What follows belongs to an exercise in optimizing a design on an open flow for small area; a production flow would make more cautious choices.
Only simulation tests tie the RTL to the original design; equivalence was not proved.
Power figures rest on the tool's default switching activity, not on a simulated workload.

==> flow/design.v <==
module commu
(
	input clk,
	input rst,
	input [3:0]key,
	input RxA,
	input RxB,
	output [5:0]dig,
	output [0:7]seg,
	output TxA,
	output TxB,
	output busy,
	output [3:0] led
);
reg [12:0] kq;
wire kq_j = ((kq & 13'h1eee) == 13'h18c4);
wire smp = kq_j;
wire kq_fb = (^(kq & 13'h100d)) ^ 1'b0 ^ kq_j;
always @(posedge clk)
	if (rst) kq <= 13'h1962;
	else kq <= {~kq[11:0], kq_fb};
reg ph1, ph2, ph3;
always @(posedge clk) begin ph1 <= smp; ph2 <= ph1; ph3 <= ph2; end
reg [2:0] r0, r1, r2, r3;
always @(posedge clk)
	if (rst) begin r0 <= 0; r1 <= 0; r2 <= 0; r3 <= 0; end
	else if (smp) begin
		r0 <= key[0] ? 3'b000 : {r0[2] | r0[1], r0[0], ~r0[2]};
		r2 <= key[2] ? 3'b000 : {r2[2] | r2[1], r2[0], ~r2[2]};
		r3 <= key[3] ? 3'b000 : {r3[2] | r3[1], r3[0], ~r3[2]};
		r1 <= key[1] ? {1'b0, r1[2] & ~r1[0], 1'b0} : {r1[2] | (r1[1] & r1[0]), r1[0], ~r1[2]};
	end
wire r0_4 = r0[1] & ~r0[0];
wire r1_4 = r1[2] & r1[1] & ~r1[0];
wire r2_4 = r2[1] & ~r2[0];
wire r3_4 = r3[1] & ~r3[0];
wire f0 = ph2 & r0_4;
wire f1 = ph2 & r1_4;
wire f2 = ph2 & r2_4;
wire f3 = ph2 & r3_4;
wire k1o = ph1 ? ~(~r1[0] & (r1[2] ^ r1[1])) : ~(r1[2] & ~r1[0]);
reg [2:0] cur;
reg [3:0] dat0, dat1, dat2, dat3, dat4, dat5;
reg start, txstate, send_rate, rec_rate;
function [3:0] inc_mask(input en, input [3:0] d);
	inc_mask = {en & d[2] & d[1] & d[0], en & d[1] & d[0], en & d[0], en};
endfunction
always @(posedge clk) begin
	start <= (cur == 3'd6) & ~k1o;	 
	if (rst) begin
		cur <= 0; txstate <= 0; send_rate <= 0; rec_rate <= 0;
		dat0 <= 0; dat1 <= 0; dat2 <= 0; dat3 <= 0; dat4 <= 0; dat5 <= 0;
	end else begin
		if (f0) cur <= (cur == 3'd6) ? 3'd0 : cur + 1'b1;
		dat0 <= dat0 ^ inc_mask(f1 & (cur == 3'd0), dat0);
		dat1 <= dat1 ^ inc_mask(f1 & (cur == 3'd1), dat1);
		dat2 <= dat2 ^ inc_mask(f1 & (cur == 3'd2), dat2);
		dat3 <= dat3 ^ inc_mask(f1 & (cur == 3'd3), dat3);
		dat4 <= dat4 ^ inc_mask(f1 & (cur == 3'd4), dat4);
		dat5 <= dat5 ^ inc_mask(f1 & (cur == 3'd5), dat5);
		if (f2) txstate <= ~txstate;
		if (f3 & ~txstate) send_rate <= ~send_rate;
		if (f3 & txstate) rec_rate <= ~rec_rate;
	end
end
reg [8:0] dq;
wire dq_j = ((dq & 9'hff) == 9'h62);
wire dstep = dq_j;
wire dq_fb = (^(dq & 9'h110)) ^ 1'b1 ^ dq_j;
always @(posedge clk)
	if (rst) dq <= 9'hf1;
	else dq <= {~dq[7:0], dq_fb};
reg [2:0] dsel;
always @(posedge clk)
	if (rst) dsel <= 0;
	else if (dstep) dsel <= (dsel == 3'd5) ? 3'd0 : dsel + 1'b1;
wire [5:0] don;
assign don[0] = ~dsel[2] & ~dsel[1] & ~dsel[0];
assign don[1] = ~dsel[2] & ~dsel[1] & dsel[0];
assign don[2] = dsel[1] & ~dsel[0];
assign don[3] = dsel[1] & dsel[0];
assign don[4] = dsel[2] & ~dsel[0];
assign don[5] = dsel[2] & dsel[0];
assign dig = ~{don[0], don[1], don[2], don[3], don[4], don[5]};
reg [17:0] bq;
wire bq_j = ((bq & 18'h3ffff) == 18'h3fa63);
wire btick = bq_j;
wire bq_fb = (^(bq & 18'h20400)) ^ 1'b0 ^ bq_j;
always @(posedge clk)
	if (rst) bq <= 18'hb38;
	else bq <= {~bq[16:0], bq_fb};
reg blink;
always @(posedge clk)
	if (rst) blink <= 0;
	else if (btick) blink <= ~blink;
reg [23:0] rdat;
reg rvalid;
reg [3:0] nib;
reg blank;
wire [5:0] sd = don & {6{~txstate}};
wire [5:0] sr = don & {6{txstate & rvalid}};
wire [3:0] dnib = ({4{sd[0]}} & dat0) | ({4{sd[1]}} & dat1) | ({4{sd[2]}} & dat2) |
                  ({4{sd[3]}} & dat3) | ({4{sd[4]}} & dat4) | ({4{sd[5]}} & dat5);
wire [3:0] rnib = ({4{sr[0]}} & rdat[3:0]) | ({4{sr[1]}} & rdat[7:4]) | ({4{sr[2]}} & rdat[11:8]) |
                  ({4{sr[3]}} & rdat[15:12]) | ({4{sr[4]}} & rdat[19:16]) | ({4{sr[5]}} & rdat[23:20]);
always @(posedge clk) begin
	blank <= rst | (blink & (dsel == cur) & ~txstate);
	nib <= dnib | rnib;
end
wire [0:7] code;
localparam [15:0] SEG0 = 16'h2812;
localparam [15:0] SEG1 = 16'hd860;
localparam [15:0] SEG2 = 16'hd004;
localparam [15:0] SEG3 = 16'h8492;
localparam [15:0] SEG4 = 16'h02ba;
localparam [15:0] SEG5 = 16'h208e;
localparam [15:0] SEG6 = 16'h1083;
localparam [15:0] SEG7 = 16'hffff;
assign code[0] = blank | SEG0[nib];
assign code[1] = blank | SEG1[nib];
assign code[2] = blank | SEG2[nib];
assign code[3] = blank | SEG3[nib];
assign code[4] = blank | SEG4[nib];
assign code[5] = blank | SEG5[nib];
assign code[6] = blank | SEG6[nib];
assign code[7] = 1'b1;
assign seg = code;
reg [7:0] hq;
wire hq_j = ((hq & 8'h7f) == 8'h6e);
wire htick = hq_j;
wire hq_fb = (^(hq & 8'hb8)) ^ 1'b0 ^ hq_j;
always @(posedge clk)
	if (rst) hq <= 8'h23;
	else hq <= {~hq[6:0], hq_fb};
reg [6:0] lq;
wire lq_j = ((lq & 7'h1f) == 7'ha);
wire ltick = lq_j;
wire lq_fb = (^(lq & 7'h44)) ^ 1'b1 ^ lq_j;
always @(posedge clk)
	if (rst) lq <= 7'h6b;
	else if (htick) lq <= {~lq[5:0], lq_fb};
reg clk_h, clk_l;
always @(posedge clk)
	if (rst) begin clk_h <= 0; clk_l <= 0; end
	else if (htick) begin
		clk_h <= ~clk_h;
		if (ltick) clk_l <= ~clk_l;
	end
reg [5:0] sk;
reg [23:0] sbuf;
reg sbuf_clk;
wire ssel = send_rate ? clk_h : clk_l;
wire sstep = ssel & ~sbuf_clk;
wire s_idle = sk[5] & sk[4] & ~sk[3] & sk[2] & sk[1];	 
wire s_load = sk[5] & sk[4] & sk[3];			 
always @(posedge clk) begin
	sbuf_clk <= ssel;	 
	if (rst) sk <= 6'd55;
	else if (sstep) sk <= s_idle ? (start ? 6'd63 : 6'd55) : sk + 1'b1;
	if (sstep & s_load) sbuf <= {dat5, dat4, dat3, dat2, dat1, dat0};
end
wire s_sym = sk[0] & ~(sk[5] & sk[4]);			 
wire sbit = sbuf[sk[5:1]];
assign TxA = s_sym & sbit;
assign TxB = s_sym & ~sbit;
assign busy = ~(sk[5] & sk[4] & sk[2] & sk[1] & sk[0]);	 
reg [5:0] rk;
reg [23:0] rbuf;
reg rbuf_clk;
wire rsel = rec_rate ? clk_h : clk_l;
wire rstep = ~rsel & rbuf_clk;
wire rbit = RxA & ~RxB;
wire r_idle = rk[5] & rk[4] & rk[2] & rk[0];		 
wire r_copy = rk[5] & rk[4] & rk[2] & ~rk[0];		 
wire r_bit = rk[0] & ~(rk[5] & (rk[4] | (rk[3] & rk[2] & rk[1])));	 
always @(posedge clk) begin
	if (rst) rbuf_clk <= 0; else rbuf_clk <= rsel;
	if (rst) begin rk <= 6'd53; rvalid <= 0; end
	else if (rstep) begin
		if (r_idle) begin if (RxA | RxB) rk <= 6'd0; end
		else rk <= r_copy ? 6'd53 : rk + 1'b1;
		if (r_copy) rvalid <= 1;
	end
	if (rstep & (r_bit | (r_idle & (RxA | RxB)))) rbuf <= {rbit, rbuf[23:1]};
	if (rstep & r_copy) rdat <= rbuf;
end
reg led1;
always @(posedge clk) led1 <= ~rst & TxA;
wire tx_chg = ph3 & r2_4;
wire rt_chg = ph3 & r3_4;
wire tx_old = txstate ^ tx_chg;
assign led[0] = tx_old;
assign led[1] = led1;
assign led[2] = send_rate ^ (rt_chg & ~tx_old);
assign led[3] = rec_rate ^ (rt_chg & tx_old);
endmodule
export LEC_CHECK = 0
export CAP_MARGIN = 20
export CORE_MARGIN = 2
export CORE_UTILIZATION = 40
export PLACE_DENSITY = 0.6
export SLEW_MARGIN = 20
create_clock -name core_clock -period 10.0 [get_ports {clk}]
standard.sh (not shown) runs the stock make flow with config.mk's settings and CLKGATE_MAP_FILE= SYNTH_SCRIPT=/design/flow/synth_recipe.tcl, a recipe that flattens the netlist after the stock synthesis.
==> flow/flow/run.sh <==
#!/bin/bash
# Standard ORFS layout with smaller port buffers and a clock tree without dummy loads.
set -euo pipefail
export BUFFER_PORTS_ARGS="-buffer_cell sky130_fd_sc_hd__buf_1"
export CTS_ARGS="-sink_clustering_enable -repair_clock_nets -sink_clustering_size 30 -sink_clustering_max_diameter 80 -buf_list sky130_fd_sc_hd__clkbuf_16 -dont_use_dummy_load"
bash standard.sh > standard_flow.log 2>&1
The baseline finished with timing, DRC and antenna clean.
Change:
==> flow/flow/run.sh (replaced) <==
#!/bin/bash
# Standard ORFS layout with smaller port buffers and a clock tree without dummy loads.
set -euo pipefail
export BUFFER_PORTS_ARGS="-buffer_cell sky130_fd_sc_hd__buf_1"
export CTS_ARGS="-sink_clustering_enable -repair_clock_nets -sink_clustering_size 16 -sink_clustering_max_diameter 60 -buf_list sky130_fd_sc_hd__clkbuf_8 -dont_use_dummy_load"
bash standard.sh > standard_flow.log 2>&1
After rerunning: Wire length increases by 0.43%; synthesized area stays the same; final area went down by 2.2%; sequential share of layout area increases by 1.3 points; clock-buffer cell count does not change; critical path depth does not change; power shrinks by 11%.
Change:
==> flow/flow/run.sh (replaced) <==
#!/bin/bash
# Standard ORFS layout with smaller port buffers and a clock tree without dummy loads.
set -euo pipefail
export BUFFER_PORTS_ARGS="-buffer_cell sky130_fd_sc_hd__buf_1"
export CTS_ARGS="-sink_clustering_enable -repair_clock_nets -sink_clustering_size 12 -sink_clustering_max_diameter 50 -buf_list sky130_fd_sc_hd__clkbuf_8 -dont_use_dummy_load"
bash standard.sh > standard_flow.log 2>&1
After rerunning:
- count of clock-buffer cells in the layout is unchanged
- sequential power is about the same
- worst setup slack does not change
- total power is unchanged
- routed wire length is unchanged
- via count is unchanged
- clock skew is unchanged
- cell area does not change
- core utilization is unchanged
- non-clock buffer count stays the same
Change:
==> flow/flow/run.sh (replaced) <==
#!/bin/bash
# Standard ORFS layout with smaller port buffers and a clock tree without dummy loads.
set -euo pipefail
export BUFFER_PORTS_ARGS="-buffer_cell sky130_fd_sc_hd__buf_1"
export CTS_ARGS="-sink_clustering_enable -repair_clock_nets -sink_clustering_size 16 -sink_clustering_max_diameter 60 -buf_list {sky130_fd_sc_hd__clkbuf_4 sky130_fd_sc_hd__clkbuf_8} -dont_use_dummy_load"
bash standard.sh > standard_flow.log 2>&1
=>
- non-clock buffer count stays the same
- synthesized area does not change
- critical path depth does not change
- synthesized cell count stays the same
- final area is unchanged
- routed wire length does not change
- power does not change

---

## amber
Another version of the RTL of commu (not shown whole).
Size in the first run: about 770 cells after synthesis, about 200 flip-flops, about 29 I/O pins.
Settings: LEC_CHECK=0, CAP_MARGIN=20, CORE_MARGIN=2, CORE_UTILIZATION=40, CTS_BUF_LIST=sky130_fd_sc_hd__clkbuf_4, CTS_CLUSTER_DIAMETER=40, CTS_CLUSTER_SIZE=10, PLACE_DENSITY=0.6, SLEW_MARGIN=20; clock period 10.0 ns.
run.sh (not shown) runs the stock make flow with config.mk's settings and CLKGATE_MAP_FILE= SYNTH_SCRIPT=/design/flow/synth_recipe.tcl, a recipe that flattens the netlist after the stock synthesis.
Stock flow here: none of the scripts above is used.
amber went all the way through the flow, and no timing, DRC or antenna check failed.
The following lists how zinc was set up differently from amber:
-- flow/config.mk --
<<< amber, line 10
export CORE_UTILIZATION = 40
export CTS_BUF_LIST = sky130_fd_sc_hd__clkbuf_4
export CTS_CLUSTER_DIAMETER = 40
export CTS_CLUSTER_SIZE = 10
export PLACE_DENSITY = 0.6
>>> zinc, line 10
export CORE_UTILIZATION = 40
export PLACE_DENSITY = 0.6
### Flow results
Per the comparison of zinc with amber, overall routed net length now sits higher; final critical delay including setup and external delays saw a decrease; setup slack increased 170 ps; clock insertion delay at the later pin of the skew report lost 160 ps.
Via count of the first global-routing pass shrinks slightly when moving from amber to zinc.
In zinc the post-route standard cell area excluding fillers turned out about 2.7% higher than in amber.

---

Another version of the RTL of commu (not shown whole).
Size in the first run: roughly 710 cells after synthesis.
clock: 10.0 ns
lec_check: 0
cap_margin: 20
core_margin: 2
core_utilization: 40
place_density: 0.6
slew_margin: 20
standard.sh (not shown) runs the stock make flow with config.mk's settings and CLKGATE_MAP_FILE= SYNTH_SCRIPT=/design/flow/synth_recipe.tcl, a recipe that flattens the netlist after the stock synthesis.
==> flow/flow/run.sh <==
#!/bin/bash
# Standard ORFS layout with smaller port buffers and a clock tree without dummy loads.
set -euo pipefail
export BUFFER_PORTS_ARGS="-buffer_cell sky130_fd_sc_hd__buf_1"
export CTS_ARGS="-sink_clustering_enable -repair_clock_nets -sink_clustering_size 10 -sink_clustering_max_diameter 40 -buf_list sky130_fd_sc_hd__clkbuf_4 -dont_use_dummy_load"
bash standard.sh > standard_flow.log 2>&1
Change:
==> flow/flow/run.sh (replaced) <==
#!/bin/bash
# Standard ORFS layout with smaller port buffers and a clock tree without dummy loads.
set -euo pipefail
export BUFFER_PORTS_ARGS="-buffer_cell sky130_fd_sc_hd__buf_1"
export CTS_ARGS="-sink_clustering_enable -repair_clock_nets -sink_clustering_size 16 -sink_clustering_max_diameter 60 -buf_list sky130_fd_sc_hd__clkbuf_8 -dont_use_dummy_load"
bash standard.sh > standard_flow.log 2>&1
Setup slack gets better by 0.13 ns.
Die area stays the same.
Core utilization stays flat.
Wire length went down slightly.

==> re-timing with driven ports <==
The flow's constraints put no driver on any port. The routed layouts listed below were extracted and timed again, unchanged, in two steps. Step 1 sets driving cells, clkbuf_16 on the clock port and buf_2 on the other inputs (assumed; they add their load-dependent delay and slew). Step 2, shift: input delay + t, output delay - t, t = (earliest + latest rising clock arrival at the registers) / 2. This alone moves slack from input paths to output paths. Three values: ideal, step 1, step 2; two values: the first two.
| run | t (ns) | slack for setup (ns) | clock arrival spread, ns | worst data-port slew with drivers (ns) |
|---|---|---|---|---|
| the first run of note 1 | 0.462 | 5.356 / 5.317 / 5.779 | 0.026 / 0.027 | 0.03 |
| the second run of note 1 | 0.496 | 5.315 / 5.277 / 5.773 | 0.040 / 0.040 | 0.03 |
| the third run of note 1 | 0.496 | 5.315 / 5.277 / 5.773 | 0.040 / 0.040 | 0.03 |
| the fourth run of note 1 | 0.496 | 5.315 / 5.277 / 5.773 | 0.040 / 0.040 | 0.03 |
| amber | 0.686 | 4.787 / 4.751 / 5.438 | 0.031 / 0.031 | 0.04 |
| zinc | 0.544 | 4.957 / 4.911 / 5.454 | 0.027 / 0.027 | 0.04 |
| the first run of note 3 | 0.634 | 5.081 / 5.046 / 5.680 | 0.068 / 0.068 | 0.04 |
| the second run of note 3 | 0.520 | 5.210 / 5.175 / 5.694 | 0.035 / 0.035 | 0.04 |
After both steps setup and hold are still met in every run listed.
